What follows belongs to an exercise in optimizing a design on an open flow for small area; a production flow would make more cautious choices.
The RTL was checked by simulation tests, not by an equivalence proof against the original design.
Power is estimated from default activity; no workload was simulated. The flow treats the clock pin as an ideal source, which a real chip does not have.

==> design/flow/design.v <==
`timescale 1ns / 1ps
`default_nettype none
module cic_filter# (
parameter INPUT_DATA_WIDTH = 16,
parameter DECIMATION_RATIO_R = 2048,
parameter NUMBER_OF_STAGES_N = 5,
parameter OUTPUT_DATA_WIDTH = 32
)(
    input wire i_clk,
    input wire i_resetn,
    input wire signed [INPUT_DATA_WIDTH - 1 : 0] i_data,
    output wire o_clk,
    output reg signed [OUTPUT_DATA_WIDTH - 1 : 0] o_data
);
localparam W  = 71;      
localparam S0 = 11;      
localparam SW = 12;
localparam NS = 6;       
localparam QL = 252;     
localparam QW = QL - 40;  
localparam [W-1:0] K_B5 = 71'h0459c315ab030000;
localparam [W-1:0] P_S1 = 71'h040f37671356000000;
localparam [W-1:0] P_S2 = 71'h53d949b42000000000;
localparam [W-1:0] P_S3 = 71'h084007c00000000000;
localparam [W-1:0] P_S4 = 71'h5fe000000000000000;
localparam [4*W-1:0] P_S = {P_S4, P_S3, P_S2, P_S1};
function integer slc;
    input integer b;
    slc = (b < S0) ? 0 : 1 + (b - S0) / SW;
endfunction
function integer slo;
    input integer s;
    slo = (s == 0) ? 0 : S0 + (s - 1) * SW;
endfunction
reg [10:0] r_cnt;
always @(posedge i_clk or negedge i_resetn) begin
    if (~i_resetn) r_cnt <= 11'd0;
    else           r_cnt <= r_cnt + 11'd1;
end
assign o_clk = r_cnt[10];
reg r_ready, r_run;
always @(posedge i_clk or negedge i_resetn) begin
    if (~i_resetn) begin
        r_ready <= 1'b0;
        r_run   <= 1'b0;
    end else begin
        r_ready <= r_ready | r_cnt[9];
        r_run   <= 1'b1;
    end
end
reg [NS-1:0] r_dump;
always @(posedge i_clk or negedge i_resetn) begin
    if (~i_resetn) r_dump <= 0;
    else           r_dump <= {r_dump[NS-2:0], r_cnt == 11'd1021};
end
localparam XH = 16 - S0;      
wire [15:0]  w_xu = {~i_data[15], i_data[14:0]};
reg [XH-1:0] r_xd1;           
always @(posedge i_clk or negedge i_resetn) begin
    if (~i_resetn) r_xd1 <= 0;
    else           r_xd1 <= w_xu[15:S0];
end
reg  [4*W-1:0] r_int;
reg  [W-1:0]   r_b5;
reg  [5*NS-1:0] r_cy;        
wire [5*W-1:0] w_acc = {r_b5, r_int};
wire [5*W-1:0] w_sum;
wire [5*W-1:0] w_co;
wire [NS-1:0]  w_keep = ~r_dump;
genvar gi, gb;
generate
    for (gi = 0; gi < 5; gi = gi + 1) begin : INT
        for (gb = 0; gb < W; gb = gb + 1) begin : BIT
            wire a, b, ci;
            if (gi == 4)
                assign a = r_run ? (w_acc[W*gi + gb] & w_keep[slc(gb)]) : K_B5[gb];
            else
                assign a = w_acc[W*gi + gb];
            if (gi == 0) begin
                if (gb < S0)        assign b = w_xu[gb];
                else if (gb < 16)   assign b = r_xd1[gb - S0];
                else                assign b = 1'b0;
            end else begin
                assign b = w_acc[W*(gi-1) + gb];
            end
            if (gb == 0)
                assign ci = 1'b0;
            else if (gb == slo(slc(gb)))
                assign ci = r_cy[NS*gi + slc(gb)];
            else
                assign ci = w_co[W*gi + gb - 1];
            assign w_sum[W*gi + gb] = a ^ b ^ ci;
            assign w_co[W*gi + gb]  = (a & b) | (a & ci) | (b & ci);
        end
    end
endgenerate
integer ii, ss;
always @(posedge i_clk or negedge i_resetn) begin
    if (~i_resetn) begin
        r_int <= 0;
        r_cy <= 0;
    end else begin
        r_int <= w_sum[4*W-1:0];
        for (ii = 0; ii < 5; ii = ii + 1)
            for (ss = 1; ss < NS; ss = ss + 1)
                r_cy[NS*ii + ss] <= w_co[W*ii + slo(ss) - 1];
    end
end
always @(posedge i_clk)
    r_b5 <= w_sum[5*W-1:4*W];
localparam CL = W - NS + 1;   
reg  [QL-1:0] r_q;
reg  [CL-1:0] w_cap_nxt;
wire w_qin, w_res;
integer pp, s2;
always @* begin
    for (pp = 0; pp < CL; pp = pp + 1) begin
        w_cap_nxt[pp] = r_q[pp+1];
        for (s2 = 0; s2 < NS; s2 = s2 + 1)
            if ((slc(pp + s2) == s2) && (pp + s2 < W))
                w_cap_nxt[pp] = w_cap_nxt[pp] | (r_dump[s2] & r_b5[pp + s2]);
    end
end
always @(posedge i_clk)
    r_q <= {w_qin, r_q[QL-1:QW+2], w_qwr ? w_res : r_q[QW+1], r_q[QW:CL+1], w_cap_nxt};
wire w_first = (r_cnt == 11'd1023);
wire w_lo    = (r_cnt >= 11'd1023) && (r_cnt <= 11'd1086);
wire w_hi    = (r_cnt >= 11'd1087) && (r_cnt <= 11'd1093);
wire w_qwr   = (r_cnt >= 11'd1062) && (r_cnt <= 11'd1093);
reg [63:0] r_la [0:3];
reg [7:0]  r_lb [0:3];
reg [3:0]  r_br;              
wire [4:0] w_n;               
wire [3:0] w_s;
wire [3:0] w_bo;
assign w_n[0] = r_q[0];
genvar gj;
generate
    for (gj = 0; gj < 4; gj = gj + 1) begin : COMB
        assign w_s[gj] = w_hi ? r_lb[gj][0] : r_la[gj][0];
        wire nb = ~w_s[gj];
        wire [63:0] w_paw = {P_S[W*gj], P_S[W*gj + 1 +: 63]};
        wire [7:0]  w_pbw = {P_S[W*gj + 64], 1'b0, P_S[W*gj + 65 +: 6]};
        wire w_pa = w_paw[r_cnt[5:0]];
        wire w_pb = w_pbw[r_cnt[2:0]];
        wire ci = w_first | r_br[gj];
        assign w_n[gj+1] = w_n[gj] ^ nb ^ ci;
        assign w_bo[gj]  = (w_n[gj] & nb) | (w_n[gj] & ci) | (nb & ci);
        always @(posedge i_clk) begin
            r_br[gj]  <= w_bo[gj];
            r_la[gj]  <= {w_lo ? w_n[gj] : (r_ready ? r_la[gj][0] : w_pa), r_la[gj][63:1]};
            r_lb[gj]  <= {w_hi ? w_n[gj] : (r_ready ? r_lb[gj][0] : w_pb), r_lb[gj][7:1]};
        end
    end
endgenerate
wire w_qclr = ~r_ready
            | ((r_cnt >= 11'd1023) && (r_cnt <= 11'd1093))    
            | ((r_cnt >= 11'd75)   && (r_cnt <= 11'd106));    
assign w_qin = ~w_qclr & r_q[0];
assign w_res = w_n[4] ^ (r_cnt == 11'd1093);
reg r_ld;
always @(posedge i_clk or negedge i_resetn) begin
    if (~i_resetn) begin
        r_ld   <= 1'b0;
        o_data <= 0;
    end else begin
        r_ld   <= (r_cnt == 11'd2046);
        if (r_ld)
            o_data <= r_q[107:76];
    end
end
endmodule
==> design/flow/flow/run.sh <==
#!/bin/bash
# Own layout flow: the standard ORFS flow, with
#  - the standard synthesis unchanged (bash standard.sh synth), followed by
#    fa_polarity.py, which only moves inverters around full-adder cells
#    (flip-flops untouched), and the netlist is read into the flow again;
#  - a clock tree of clkbuf_16 sink buffers on larger clusters (clkbuf_8 above
#    them), no dummy loads;
#  - the port buffers made with buf_1.
# Each tool's output goes to a log file in this folder.
set -euo pipefail
cd "$(dirname "$0")/.."
R="$PWD/orfs/results/$FLOW_PLATFORM/cic_filter/base"
CTS="-sink_clustering_enable -repair_clock_nets -buf_list sky130_fd_sc_hd__clkbuf_8 -root_buf sky130_fd_sc_hd__clkbuf_8 -sink_clustering_buffer sky130_fd_sc_hd__clkbuf_16"
CTS="$CTS -sink_clustering_size 34 -sink_clustering_max_diameter 100 -dont_use_dummy_load"
ARGS=("CTS_ARGS=$CTS" "BUFFER_PORTS_ARGS=-buffer_cell sky130_fd_sc_hd__buf_1")

bash standard.sh "${ARGS[@]}" synth > flow_synth.log 2>&1
cp "$R/1_2_yosys.v" "$R/1_2_yosys_standard.v"
python3 flow/fa_polarity.py "$R/1_2_yosys_standard.v" "$R/1_2_yosys.v" > flow_fa_polarity.log 2>&1
touch "$R/1_2_yosys.v"
bash standard.sh "${ARGS[@]}" finish > flow_layout.log 2>&1
test -f out/final.def
==> design/flow/flow/fa_polarity.py <==
#!/usr/bin/env python3
"""Remove inverters around full adders in a flat Yosys netlist.

A full adder is self-dual: FA(~a, ~b, ~c) = (~cout, ~sum). Yosys's adder
extraction often leaves a full adder with inverters on its inputs or outputs.
This script chooses, for every sky130 fa cell, whether to implement it on the
complemented signals, so that as few inverters as possible are needed, and
rewrites the netlist. Only combinational cells change: every flip-flop keeps
its name, type and connections (its D pin still sees the same logic value).

usage: fa_polarity.py IN.v OUT.v
"""
import re
import sys
from collections import defaultdict

INV = {"sky130_fd_sc_hd__inv_1", "sky130_fd_sc_hd__inv_2", "sky130_fd_sc_hd__clkinv_1"}
FA = re.compile(r"sky130_fd_sc_hd__fa_\d+$")
OUT_PINS = {"X", "Y", "Q", "Q_N", "COUT", "SUM", "HI", "LO"}
CONST = {"1'h0": "1'h1", "1'h1": "1'h0", "1'b0": "1'b1", "1'b1": "1'b0"}

src = open(sys.argv[1]).read()
m_body = re.search(r"(module\s+\w+\s*\(.*?\);)(.*)(endmodule)", src, re.S)
head, body = m_body.group(1), m_body.group(2)

decl_lines = []
cells = []  # [type, name, [(pin, net)]]
for stmt in re.split(r";\s*\n", body):
    s = stmt.strip()
    if not s:
        continue
    m = re.match(r"(\S+)\s+(\\\S+\s|\S+)\s*\((.*)\)\s*$", s, re.S)
    if m and m.group(1).startswith("sky130_"):
        pins = re.findall(r"\.(\w+)\(([^()]*)\)", m.group(3))
        cells.append([m.group(1), m.group(2).strip(), [(p, n.strip()) for p, n in pins]])
    else:
        assert s.split()[0] in ("wire", "input", "output", "reg"), s[:80]
        decl_lines.append(s)

ports = set()
for d in decl_lines:
    if d.startswith(("input", "output")):
        for nm in re.findall(r"(\\\S+|\w+)\s*$", d):
            ports.add(nm)

allnets = set()
for t, n, pins in cells:
    for p, net in pins:
        allnets.add(net)
ports = {net for net in allnets if re.sub(r"\[\d+\]$", "", net) in ports}

# drivers and loads
drv = {}
loads = defaultdict(list)
for ci, (t, n, pins) in enumerate(cells):
    for k, (p, net) in enumerate(pins):
        if p in OUT_PINS:
            drv[net] = (ci, k)
        else:
            loads[net].append((ci, k))

# base signal of each net: (root net, inverted?) following inverter chains
def base(net):
    inv = False
    while net in drv and cells[drv[net][0]][0] in INV:
        ci = drv[net][0]
        net = dict(cells[ci][2])["A"]
        inv = not inv
    return net, inv

fas = [ci for ci, c in enumerate(cells) if FA.match(c[0])]
flip = {ci: False for ci in fas}

# every non-inverter load pin: which base signal and polarity it wants
# want[root] = list of (ci, k, pol) where pol = pin wants ~root (in logic terms)
want = defaultdict(list)
for ci, (t, n, pins) in enumerate(cells):
    if t in INV:
        continue
    for k, (p, net) in enumerate(pins):
        if p in OUT_PINS or net in CONST or net == "":
            continue
        r, pol = base(net)
        want[r].append((ci, k, pol))
# ports that are outputs want true polarity of their net
port_roots = defaultdict(int)
for net in ports:
    if net in drv:
        r, pol = base(net)
        port_roots[r] += 1

def root_cost(r):
    """inverters needed for root signal r under the current flips"""
    phys = False  # polarity carried by the root net itself (relative to its logic value)
    if r in drv and drv[r][0] in flip and flip[drv[r][0]]:
        phys = True
    need = set()
    for ci, k, pol in want[r]:
        p = pol ^ (flip.get(ci, False))
        need.add(p != phys)
    if r in port_roots:
        need.add(phys)  # port wants the logic value (False); it gets phys
    return 1 if True in need else 0

def fa_roots(ci):
    rs = set()
    for p, net in cells[ci][2]:
        if net in CONST or net == "":
            continue
        rs.add(base(net)[0])
    return rs

def fixed_root(r):
    # a port output root or a root whose loads include non-movable polarity is still fine;
    # roots that are themselves ports (inputs) are fine too.
    return False

total = sum(root_cost(r) for r in set(want) | set(port_roots))
before_inv = sum(1 for c in cells if c[0] in INV)
improved = True
while improved:
    improved = False
    for ci in fas:
        rs = fa_roots(ci)
        old = sum(root_cost(r) for r in rs)
        flip[ci] = not flip[ci]
        new = sum(root_cost(r) for r in rs)
        if new < old:
            total += new - old
            improved = True
        else:
            flip[ci] = not flip[ci]

# rebuild: for each root, the physical net carries root ^ phys; make one inverted net if needed
inv_net = {}
new_cells = []
new_wires = []
counter = [0]

def inverted(r, phys_is_inverted):
    """net carrying ~logic(r) given r physically carries logic ^ phys"""
    if not phys_is_inverted:
        if r not in inv_net:
            counter[0] += 1
            nn = "_fapol_%d_" % counter[0]
            inv_net[r] = nn
            new_wires.append(nn)
            new_cells.append(["sky130_fd_sc_hd__inv_1", "_fapol_inv_%d_" % counter[0], [("A", r), ("Y", nn)]])
        return inv_net[r]
    return r

def logic_net(r, want_inverted):
    """net carrying logic(r) ^ want_inverted"""
    if r in CONST:
        return CONST[r] if want_inverted else r
    phys = bool(r in drv and drv[r][0] in flip and flip[drv[r][0]])
    if want_inverted == phys:
        return r
    # need the other polarity
    if r not in inv_net:
        counter[0] += 1
        nn = "_fapol_%d_" % counter[0]
        inv_net[r] = nn
        new_wires.append(nn)
        new_cells.append(["sky130_fd_sc_hd__inv_1", "_fapol_inv_%d_" % counter[0], [("A", r), ("Y", nn)]])
    return inv_net[r]

out_cells = []
for ci, (t, n, pins) in enumerate(cells):
    if t in INV:
        continue
    npins = []
    for k, (p, net) in enumerate(pins):
        if p in OUT_PINS or net == "":
            npins.append((p, net))
            continue
        f = flip.get(ci, False)
        if net in CONST:
            npins.append((p, CONST[net] if f else net))
            continue
        r, pol = base(net)
        npins.append((p, logic_net(r, pol ^ f)))
    out_cells.append([t, n, npins])

# port nets: must carry their logic value. If a port net is now inverted
# physically (driven by a flipped FA) or was driven through an inverter, fix it.
extra_assign = []
for net in ports:
    if net not in drv:
        continue
    r, pol = base(net)
    if r == net and not (r in drv and drv[r][0] in flip and flip[drv[r][0]]):
        continue
    raise SystemExit("port %s is driven through an inverter or a flipped adder; not handled" % net)

out_cells += new_cells

# Peephole: an inverting gate whose output only feeds one inverter becomes the
# non-inverting gate of the same function (a21boi + inv becomes a21o with the
# B1_N input inverted, sharing that inverter).
TWIN = {"nand2": "and2", "nor2": "or2", "a21oi": "a21o", "o21ai": "o21a",
        "nand3": "and3", "nor3": "or3", "a22oi": "a22o", "o22ai": "o22a",
        "xnor2": "xor2", "xor2": "xnor2", "mux2i": "mux2"}
def kind(t):
    m = re.match(r"sky130_fd_sc_hd__(\w+?)_\d+$", t)
    return m.group(1) if m else None
def outpin(pins):
    return next((k, net) for k, (p, net) in enumerate(pins) if p in OUT_PINS)
ld = defaultdict(list)
dr = {}
for ci, (t, n, pins) in enumerate(out_cells):
    for k, (p, net) in enumerate(pins):
        if p in OUT_PINS:
            dr[net] = ci
        else:
            ld[net].append(ci)
inv_of = {}
for ci, (t, n, pins) in enumerate(out_cells):
    if t in INV:
        inv_of.setdefault(dict(pins)["A"], dict(pins)["Y"])
dead = set()
extra = []
peep = 0
for ci, (t, n, pins) in enumerate(out_cells):
    k = kind(t)
    if k not in TWIN and k != "a21boi":
        continue
    ko, y = outpin(pins)
    if y in ports or len(ld[y]) != 1:
        continue
    ii = ld[y][0]
    if out_cells[ii][0] not in INV or ii in dead:
        continue
    z = dict(out_cells[ii][2])["Y"]
    if k == "a21boi":
        d = dict(pins)
        b = d["B1_N"]
        if b not in inv_of:
            counter[0] += 1
            nn = "_fapol_%d_" % counter[0]
            new_wires.append(nn)
            extra.append(["sky130_fd_sc_hd__inv_1", "_fapol_inv_%d_" % counter[0], [("A", b), ("Y", nn)]])
            inv_of[b] = nn
        out_cells[ci] = ["sky130_fd_sc_hd__a21o_1", n, [("A1", d["A1"]), ("A2", d["A2"]), ("B1", inv_of[b]), ("X", z)]]
    else:
        tw = TWIN[k]
        op = "X" if tw not in ("xnor2",) else "Y"
        out_cells[ci] = ["sky130_fd_sc_hd__%s_1" % tw, n,
                         [(p, net) if p not in OUT_PINS else (op, z) for p, net in pins]]
    dead.add(ii)
    peep += 1
out_cells = [c for i, c in enumerate(out_cells) if i not in dead] + extra
after_inv = sum(1 for c in out_cells if c[0] in INV)

lines = [head]
for d in decl_lines:
    lines.append("  " + d + " ;")
for w in new_wires:
    lines.append("  wire %s;" % w)
for t, n, pins in out_cells:
    lines.append("  %s %s (" % (t, n if not n.startswith("\\") else n + " "))
    lines.append(",\n".join("    .%s(%s)" % (p, net if not net.startswith("\\") else net + " ") for p, net in pins))
    lines.append("  );")
lines.append("endmodule")
open(sys.argv[2], "w").write("\n".join(lines) + "\n")
print("fa_polarity: %d full adders, %d flipped; inverters %d -> %d; %d gates made non-inverting"
      % (len(fas), sum(flip.values()), before_inv, after_inv, peep))
==> design/flow/standard.sh <==
#!/bin/bash
# synth_recipe.tcl (not shown) runs the flow's synth.tcl, then flattens the netlist and writes it again
# the make line also repeats each setting of config.mk as NAME=value (left out here)
make -C /OpenROAD-flow-scripts/flow DESIGN_CONFIG=/design/flow/config.mk WORK_HOME=/design/flow/orfs CLKGATE_MAP_FILE= SYNTH_SCRIPT=/design/flow/synth_recipe.tcl "${@:-finish}"
==> design/flow/config.mk <==
export PLATFORM = sky130hd
export DESIGN_NAME = cic_filter
export DESIGN_NICKNAME = cic_filter
export VERILOG_FILES = /design/flow/design.v
export SDC_FILE = /design/flow/constraint.sdc
export NUM_CORES = 4
export LEC_CHECK = 0
export CAP_MARGIN = 20
export CORE_MARGIN = 2
export CORE_UTILIZATION = 60
export PLACE_DENSITY = 0.75
export SLEW_MARGIN = 20
==> design/flow/constraint.sdc <==
create_clock -name core_clock -period 6.0 [get_ports {i_clk}]
set_input_delay 1.2000 -clock core_clock [delete_from_list [all_inputs] [get_ports {i_clk}]]
set_output_delay 1.2000 -clock core_clock [all_outputs]
set_load 0.01 [all_outputs]
==> flow_summary_export.csv, run 1 <==
group,metric,value,unit
run_status,status,"timing/DRC/antenna clean",
hold_path,min_from,"r_la[3][52]",
power,leakagePower,15.5,nW
setup_path,critical_path_required,6.55,ns
sta,drv_slew,0,
global_routing,grt_usage,15.3,%
hold_path,hold_end,"r_la[3][51]",
global_routing,grt-ovfl-total,0,
sta,setup_tns,0,ns
setup_path,critPathLaunchType,"flip-flop",
sta,finClkSkew,0.104,ns
yosys,syn_area,0.0306,mm²
route,ant_nets,0,
placed_design,routabilityCongestion,0.770,
finish,antenna_cells,0,
global_routing,use_met2,23.4,%
setup_path,end_kind,"flip-flop",
global_routing,use_met1,23.4,%
die,io_pins,51,
clocking,cts_made_buffers,35,
route,num_vias,11900,
placed_design,placement.io_buffers,50,
yosys,syn_avg_cell_area,18.1,µm²
route,vias_per_cell,4.88,
job,maxCapViolCount,0,
yosys,yosysWarnings,3,
sta,hold_viol,0,
clocking,clkLatencyLatePin,0.71,ns
clocking,cts_setup_buffers,0,
setup_path,timing.rr.start,"r_run",
placed_design,hpwl,25.3,mm
finish,areaGrowthSynthToFinish,6.02,%
global_routing,grt_pass1_vias,13200,
global_routing,antenna_found_initial,0,
setup_path,r2r_slack,0.18,ns
global_routing,busiest_layer,"met2",
die,rows,82,
route,dr.first_iter.drc_count,558,
finish,postLayoutCoreUtil,64.6,%
die,initial_core_util,60.9,%
clocking,path_clk_slew,0.11,ns
sta,grt_setup_unrepaired,"no",
clocking,h-tree-depth,2,
yosys,synth_nets,2070,
die,dieArea,0.0529,mm²
sta,period_needed,5.82,ns
finish,regArea,0.0215,mm²
die,core,0.0503,mm²
clocking,cts_max_path_buffers,3,
power,powerDensity,376,mW/mm²
global_routing,grt_max_degree,148,
clocking,clock_sinks,981,
die,dieHeight,230,µm
hold_path,hold_path_class,"reg2reg",
finish,drive_above_1_share,5.45,%
sta,tightest_slew,0.882,ns
die,die_w,230,µm
global_routing,grt_use_met3,2.01,%
setup_path,cp.arrival,6.36,ns
route,wl_per_cell,15.1,µm
route,routed_wl,36.7,mm
hold_path,hold_depth,0,
route,drc,0,
global_routing,grt_pass1_wl,66.0,mm
clocking,cts_tree,"built",
setup_path,rr_worst_depth,14,
setup_path,cp_max_fo,12,
finish,multi_input_area,0.00897,mm²
clocking,root_buffer,"clkbuf_8",
setup_path,reg2reg_to,"r_b5[46]",
sta,period_share,96.9,%
setup_path,critical_path_class,"reg2reg",
sta,max-slew-margin-rel,41.2,%
sta,setup_viol,0,
power,vdd_ir_drop_max,0.233,mV
sta,fmax,172,MHz
yosys,synthCells,1689,
finish,fillers,3459,
finish,layout.nets,2143,
route,first_pass_iters,4,
## how the worst max path moves through the flow
stage,startpoint,slack [ns],endpoint,depth (start not counted)
2_1_floorplan,r_run,0.50,r_b5[34],15
3_3_place_gp,r_run,0.21,r_b5[46],14
3_5_place_dp,r_run,0.06,r_b5[46],14
4_1_cts,r_run,0.04,r_b5[70],15
5_1_grt,r_run,0.001,r_b5[70],15
6_report,r_run,0.18,r_b5[46],14
## where the power goes
group / internal, mW / switching [mW] / total, mW
sequential: 7.22 / 0.558 / 7.78
combinational: 0.861 / 0.823 / 1.68
clock: 0.981 / 1.75 / 2.73
total: 9.07 / 3.13 / 12.2
## critical path, stage by stage, from the launching register on
cell and delay (ns):
dfrtp_2 0.54, nor2b_1 0.24, and2_1 0.19, fa_1 0.40, fa_1 0.40, fa_1 0.39
fa_1 0.38, fa_1 0.39, fa_1 0.39, fa_1 0.39, fa_1 0.39, fa_1 0.39
fa_1 0.39, fa_1 0.39, fa_1 0.44
## stage by stage
stage	area, µm²	total power, mW	hold slack (ns)	instances	setup WS, ns
final	32500	12.2	0.248	2432	0.183
after global routing	32500	13.0	0.245	2432	0.00132
after CTS	32500	12.4	0.229	2432	0.0411
after detailed placement	31600	9.70	0.312	2397	0.0621
after global placement	31600	9.42	0.310	2397	0.209
after floorplan	30600	8.99	0.310	1689	0.495
## what timing repair did
action / CTS / global route
setup endpoints to repair: 0 / 7
hold buffers: 0 / 0
resized for setup: 0 / 3
## area by class of cell
type,count,area share (%)
clock buffers,35,2.52
flip-flops and latches,981,66.1
multi-input cells,663,27.6
well taps,672,2.59
inverters,20,0.231
repair buffers,61,0.883
## routing by layer
| metal | wire (µm) | vias to the layer above |
|---|---|---|
| met5 | 0 | - |
| met4 | 833 | 0 |
| met3 | 940 | 52 |
| met2 | 16900 | 113 |
| met1 | 18100 | 6177 |
| li1 | - | 5534 |
## cells in the final DEF, fill, tap and decap left out, types with 8 or more instances in the layout
| cell type | count |
|---|---|
| fa_1 | 295 |
| nor2_1 | 14 |
| o21ai_0 | 10 |
| a21oi_1 | 8 |
| and2_1 | 53 |
| dfrtp_1 | 363 |
| clkbuf_16 | 30 |
| buf_1 | 49 |
| xnor2_1 | 13 |
| a21o_1 | 77 |
| dfxtp_1 | 615 |
| buf_4 | 10 |
| inv_1 | 20 |
| ha_1 | 68 |
| mux2i_1 | 9 |
| mux2_2 | 37 |
| nand2_1 | 13 |
## registers in the layout, indices dropped and copies added, names as in the netlist
register  count
r_la        256
r_dump        6
r_b5         71
r_br          4
r_q         252
o_data       32
r_cy         25
r_lb         32
r_int       284
r_run         1
r_ready       1
r_xd1         5
r_ld          1
r_cnt        11
==> inputs of run 2 (changes only) <==
--- a/design/flow/flow/run.sh
+++ b/design/flow/flow/run.sh
@@ -11,7 +11,7 @@
 cd "$(dirname "$0")/.."
 R="$PWD/orfs/results/$FLOW_PLATFORM/cic_filter/base"
 CTS="-sink_clustering_enable -repair_clock_nets -buf_list sky130_fd_sc_hd__clkbuf_8 -root_buf sky130_fd_sc_hd__clkbuf_8 -sink_clustering_buffer sky130_fd_sc_hd__clkbuf_16"
-CTS="$CTS -sink_clustering_size 34 -sink_clustering_max_diameter 100 -dont_use_dummy_load"
+CTS="$CTS -sink_clustering_size 32 -sink_clustering_max_diameter 100 -dont_use_dummy_load"
 ARGS=("CTS_ARGS=$CTS" "BUFFER_PORTS_ARGS=-buffer_cell sky130_fd_sc_hd__buf_1")
 
 bash standard.sh "${ARGS[@]}" synth > flow_synth.log 2>&1
==> run 2 against run 1 <==
Effect of this change: critical path type unchanged; non-clock buffer count unchanged; clock power is essentially flat; synthesized cell count is the same; sequential share of layout area decreased by 0.056 points.
==> flow_summary_export.csv, run 2 <==
group,metric,value,unit
run_status,status,"timing/DRC/antenna clean",
finish,final_cell_mix,"dfxtp_1 (615), dfrtp_1 (363), fa_1 (295)",
sta,period_share,97.2,%
finish,areaGrowthSynthToFinish,6.11,%
route,wl_per_cell,15.1,µm
yosys,syn_avg_cell_area,18.1,µm²
setup_path,crit_top_cell,"fa_1",
finish,mostFrequentLayoutCell,"dfxtp_1",
sta,setup_viol,0,
yosys,synth_nets,2070,
sta,finClkSkew,0.0772,ns
finish,regMostFlops,"r_int",
hold_path,hold_path_class,"reg2reg",
clocking,clock_sinks,981,
placed_design,placement.io_buffers,50,
hold_path,hold_depth,0,
die,dieHeight,230,µm
die,dieArea,0.0529,mm²
clocking,path_clk_slew,0.11,ns
global_routing,grt_pass1_wl,66.5,mm
route,vias_per_cell,4.86,
placed_design,routabilityCongestion,0.770,
setup_path,crit_slowest_cell,"dfrtp_2",
global_routing,grt-ovfl-total,0,
sta,setup_slack,0.170,ns
power,powerDensity,376,mW/mm²
route,top_layer_used,"met4",
die,initial_core_util,60.9,%
setup_path,critPathBufInv,0,
route,ant_nets,0,
sta,drv_slew,0,
route,num_vias,11800,
power,leakagePower,15.5,nW
finish,top_regs,"r_int x284, r_la x256, r_q x252",
setup_path,critical_path_class,"reg2reg",
setup_path,cp.arrival,6.36,ns
sta,fmax,172,MHz
sta,grt_setup_unrepaired,"no",
setup_path,cp_top_family,"adder cells",
clocking,h-tree-depth,2,
sta,whs,0.266,ns
route,first_pass_iters,4,
route,dr_wl_met2,17.1,mm
clocking,cts_tree,"built",
setup_path,critical_path_required,6.53,ns
finish,largest_register_ff_count,284,
global_routing,grt_pass1_vias,13200,
clocking,clkLatencyLatePin,0.69,ns
yosys,yosysWarnings,3,
finish,drive_above_1_share,5.51,%
finish,layout.nets,2144,
clocking,cts_max_path_buffers,3,
sta,hold_viol,0,
route,met1_length,17.9,mm
placed_design,hpwl,25.3,mm
clocking,cts_setup_buffers,0,
setup_path,cp_slowest_stage_delay,0.54,ns
die,rows,82,
power,power,12.2,mW
setup_path,critPathLaunchType,"flip-flop",
setup_path,cp_num_cells,14,
die,core,0.0503,mm²
route,met3_length,1.08,mm
global_routing,grt_usage,15.4,%
clocking,cts_made_buffers,36,
job,maxCapViolCount,0,
sta,max-slew-margin-rel,41.2,%
setup_path,crit_path_cell_trace,"nor2b_1, and2_1, fa_1, fa_1, fa_1, fa_1, fa_1, fa_1, fa_1, fa_1, fa_1, fa_1, fa_1, fa_1",
placed_design,dp_slack,0.0621,ns
clocking,holdBufCountCts,0,
yosys,synthCells,1689,
sta,setup_tns,0,ns
global_routing,antenna_found_initial,1,
die,die_w,230,µm
route,routed_wl,36.9,mm
clocking,root_buffer,"clkbuf_8",
global_routing,grt_max_degree,148,
route,dr.first_iter.drc_count,570,
die,io_pins,51,
setup_path,rr_worst_depth,14,
sta,tightest_slew,0.881,ns
yosys,syn_area,0.0306,mm²
power,vdd_ir_drop_max,0.218,mV
setup_path,end_kind,"flip-flop",
sta,period_needed,5.83,ns
setup_path,cp_max_fo,12,
route,drc,0,
[run 2: cell type report]
cell class / instances / area [µm²]
fillers: 3428 / 17800
clock buffers: 36 / 845
inverters: 20 / 75.1
multi-input cells: 663 / 8970
repair buffers: 61 / 287
diodes: 1 / 2.50
flip-flops and latches: 981 / 21500
well taps: 672 / 841
[run 2: worst paths after layout]
check,startpoint,end,slack (ns)
min,r_la[2][61],r_la[2][60],0.27
min in group asynchronous,i_resetn,r_int[35],0.69
min reg2reg,r_la[2][61],r_la[2][60],0.27
max,r_run,r_b5[46],0.17
max reg2reg,r_run,r_b5[46],0.17
max in group asynchronous,i_resetn,r_ld,4.01
[run 2: routing by layer]
metal	vias up	GRT usage [%]
met5	-	0
met4	0	4.05
met3	41	2.23
met2	117	23.9
met1	6126	23.4
li1	5536	-
[run 2: power by group]
group          total (mW)  switching (mW)  internal, mW
sequential           7.78           0.559          7.22
combinational        1.68           0.821         0.861
clock                2.76            1.75          1.01
total                12.2            3.13          9.09
[run 2: timing repair]
item,CTS,global route
hold endpoints to repair,0,0
endpoints found under the setup margin,0,7
resized for setup,0,3
[run 2: through the flow]
stage          area, µm²  utilization, %  instances
2_1_floorplan      30600               -       1689
3_3_place_gp       31600            62.9       2397
3_5_place_dp       31600            62.9       2397
4_1_cts            32500            64.6       2433
5_1_grt            32500            64.6       2434
6_report           32500            64.6       2434

[static timing again, ports no longer ideal]
How much do the figures lean on ideal ports? The routed layouts below were timed once more, with nothing changed but the port constraints. Step 1: set_driving_cell puts a clkbuf_16 on i_clk and a buf_2 on each other input, an assumption about the parent block. Step 2, shift: input delay + t, output delay - t, t = (earliest + latest rising clock arrival at the registers) / 2. This alone moves slack from input paths to output paths. Three values: ideal, step 1, step 2; two values: the first two.
| run | t, ns | setup slack, ns | slew at the worst register clock pin (ns) |
|---|---|---|---|
| run 1 | 0.692 | 0.183 / 0.183 / 0.183 | 0.12 / 0.12 |
| run 2 | 0.698 | 0.170 / 0.170 / 0.170 | 0.12 / 0.12 |
After both steps every run listed still meets setup and hold.
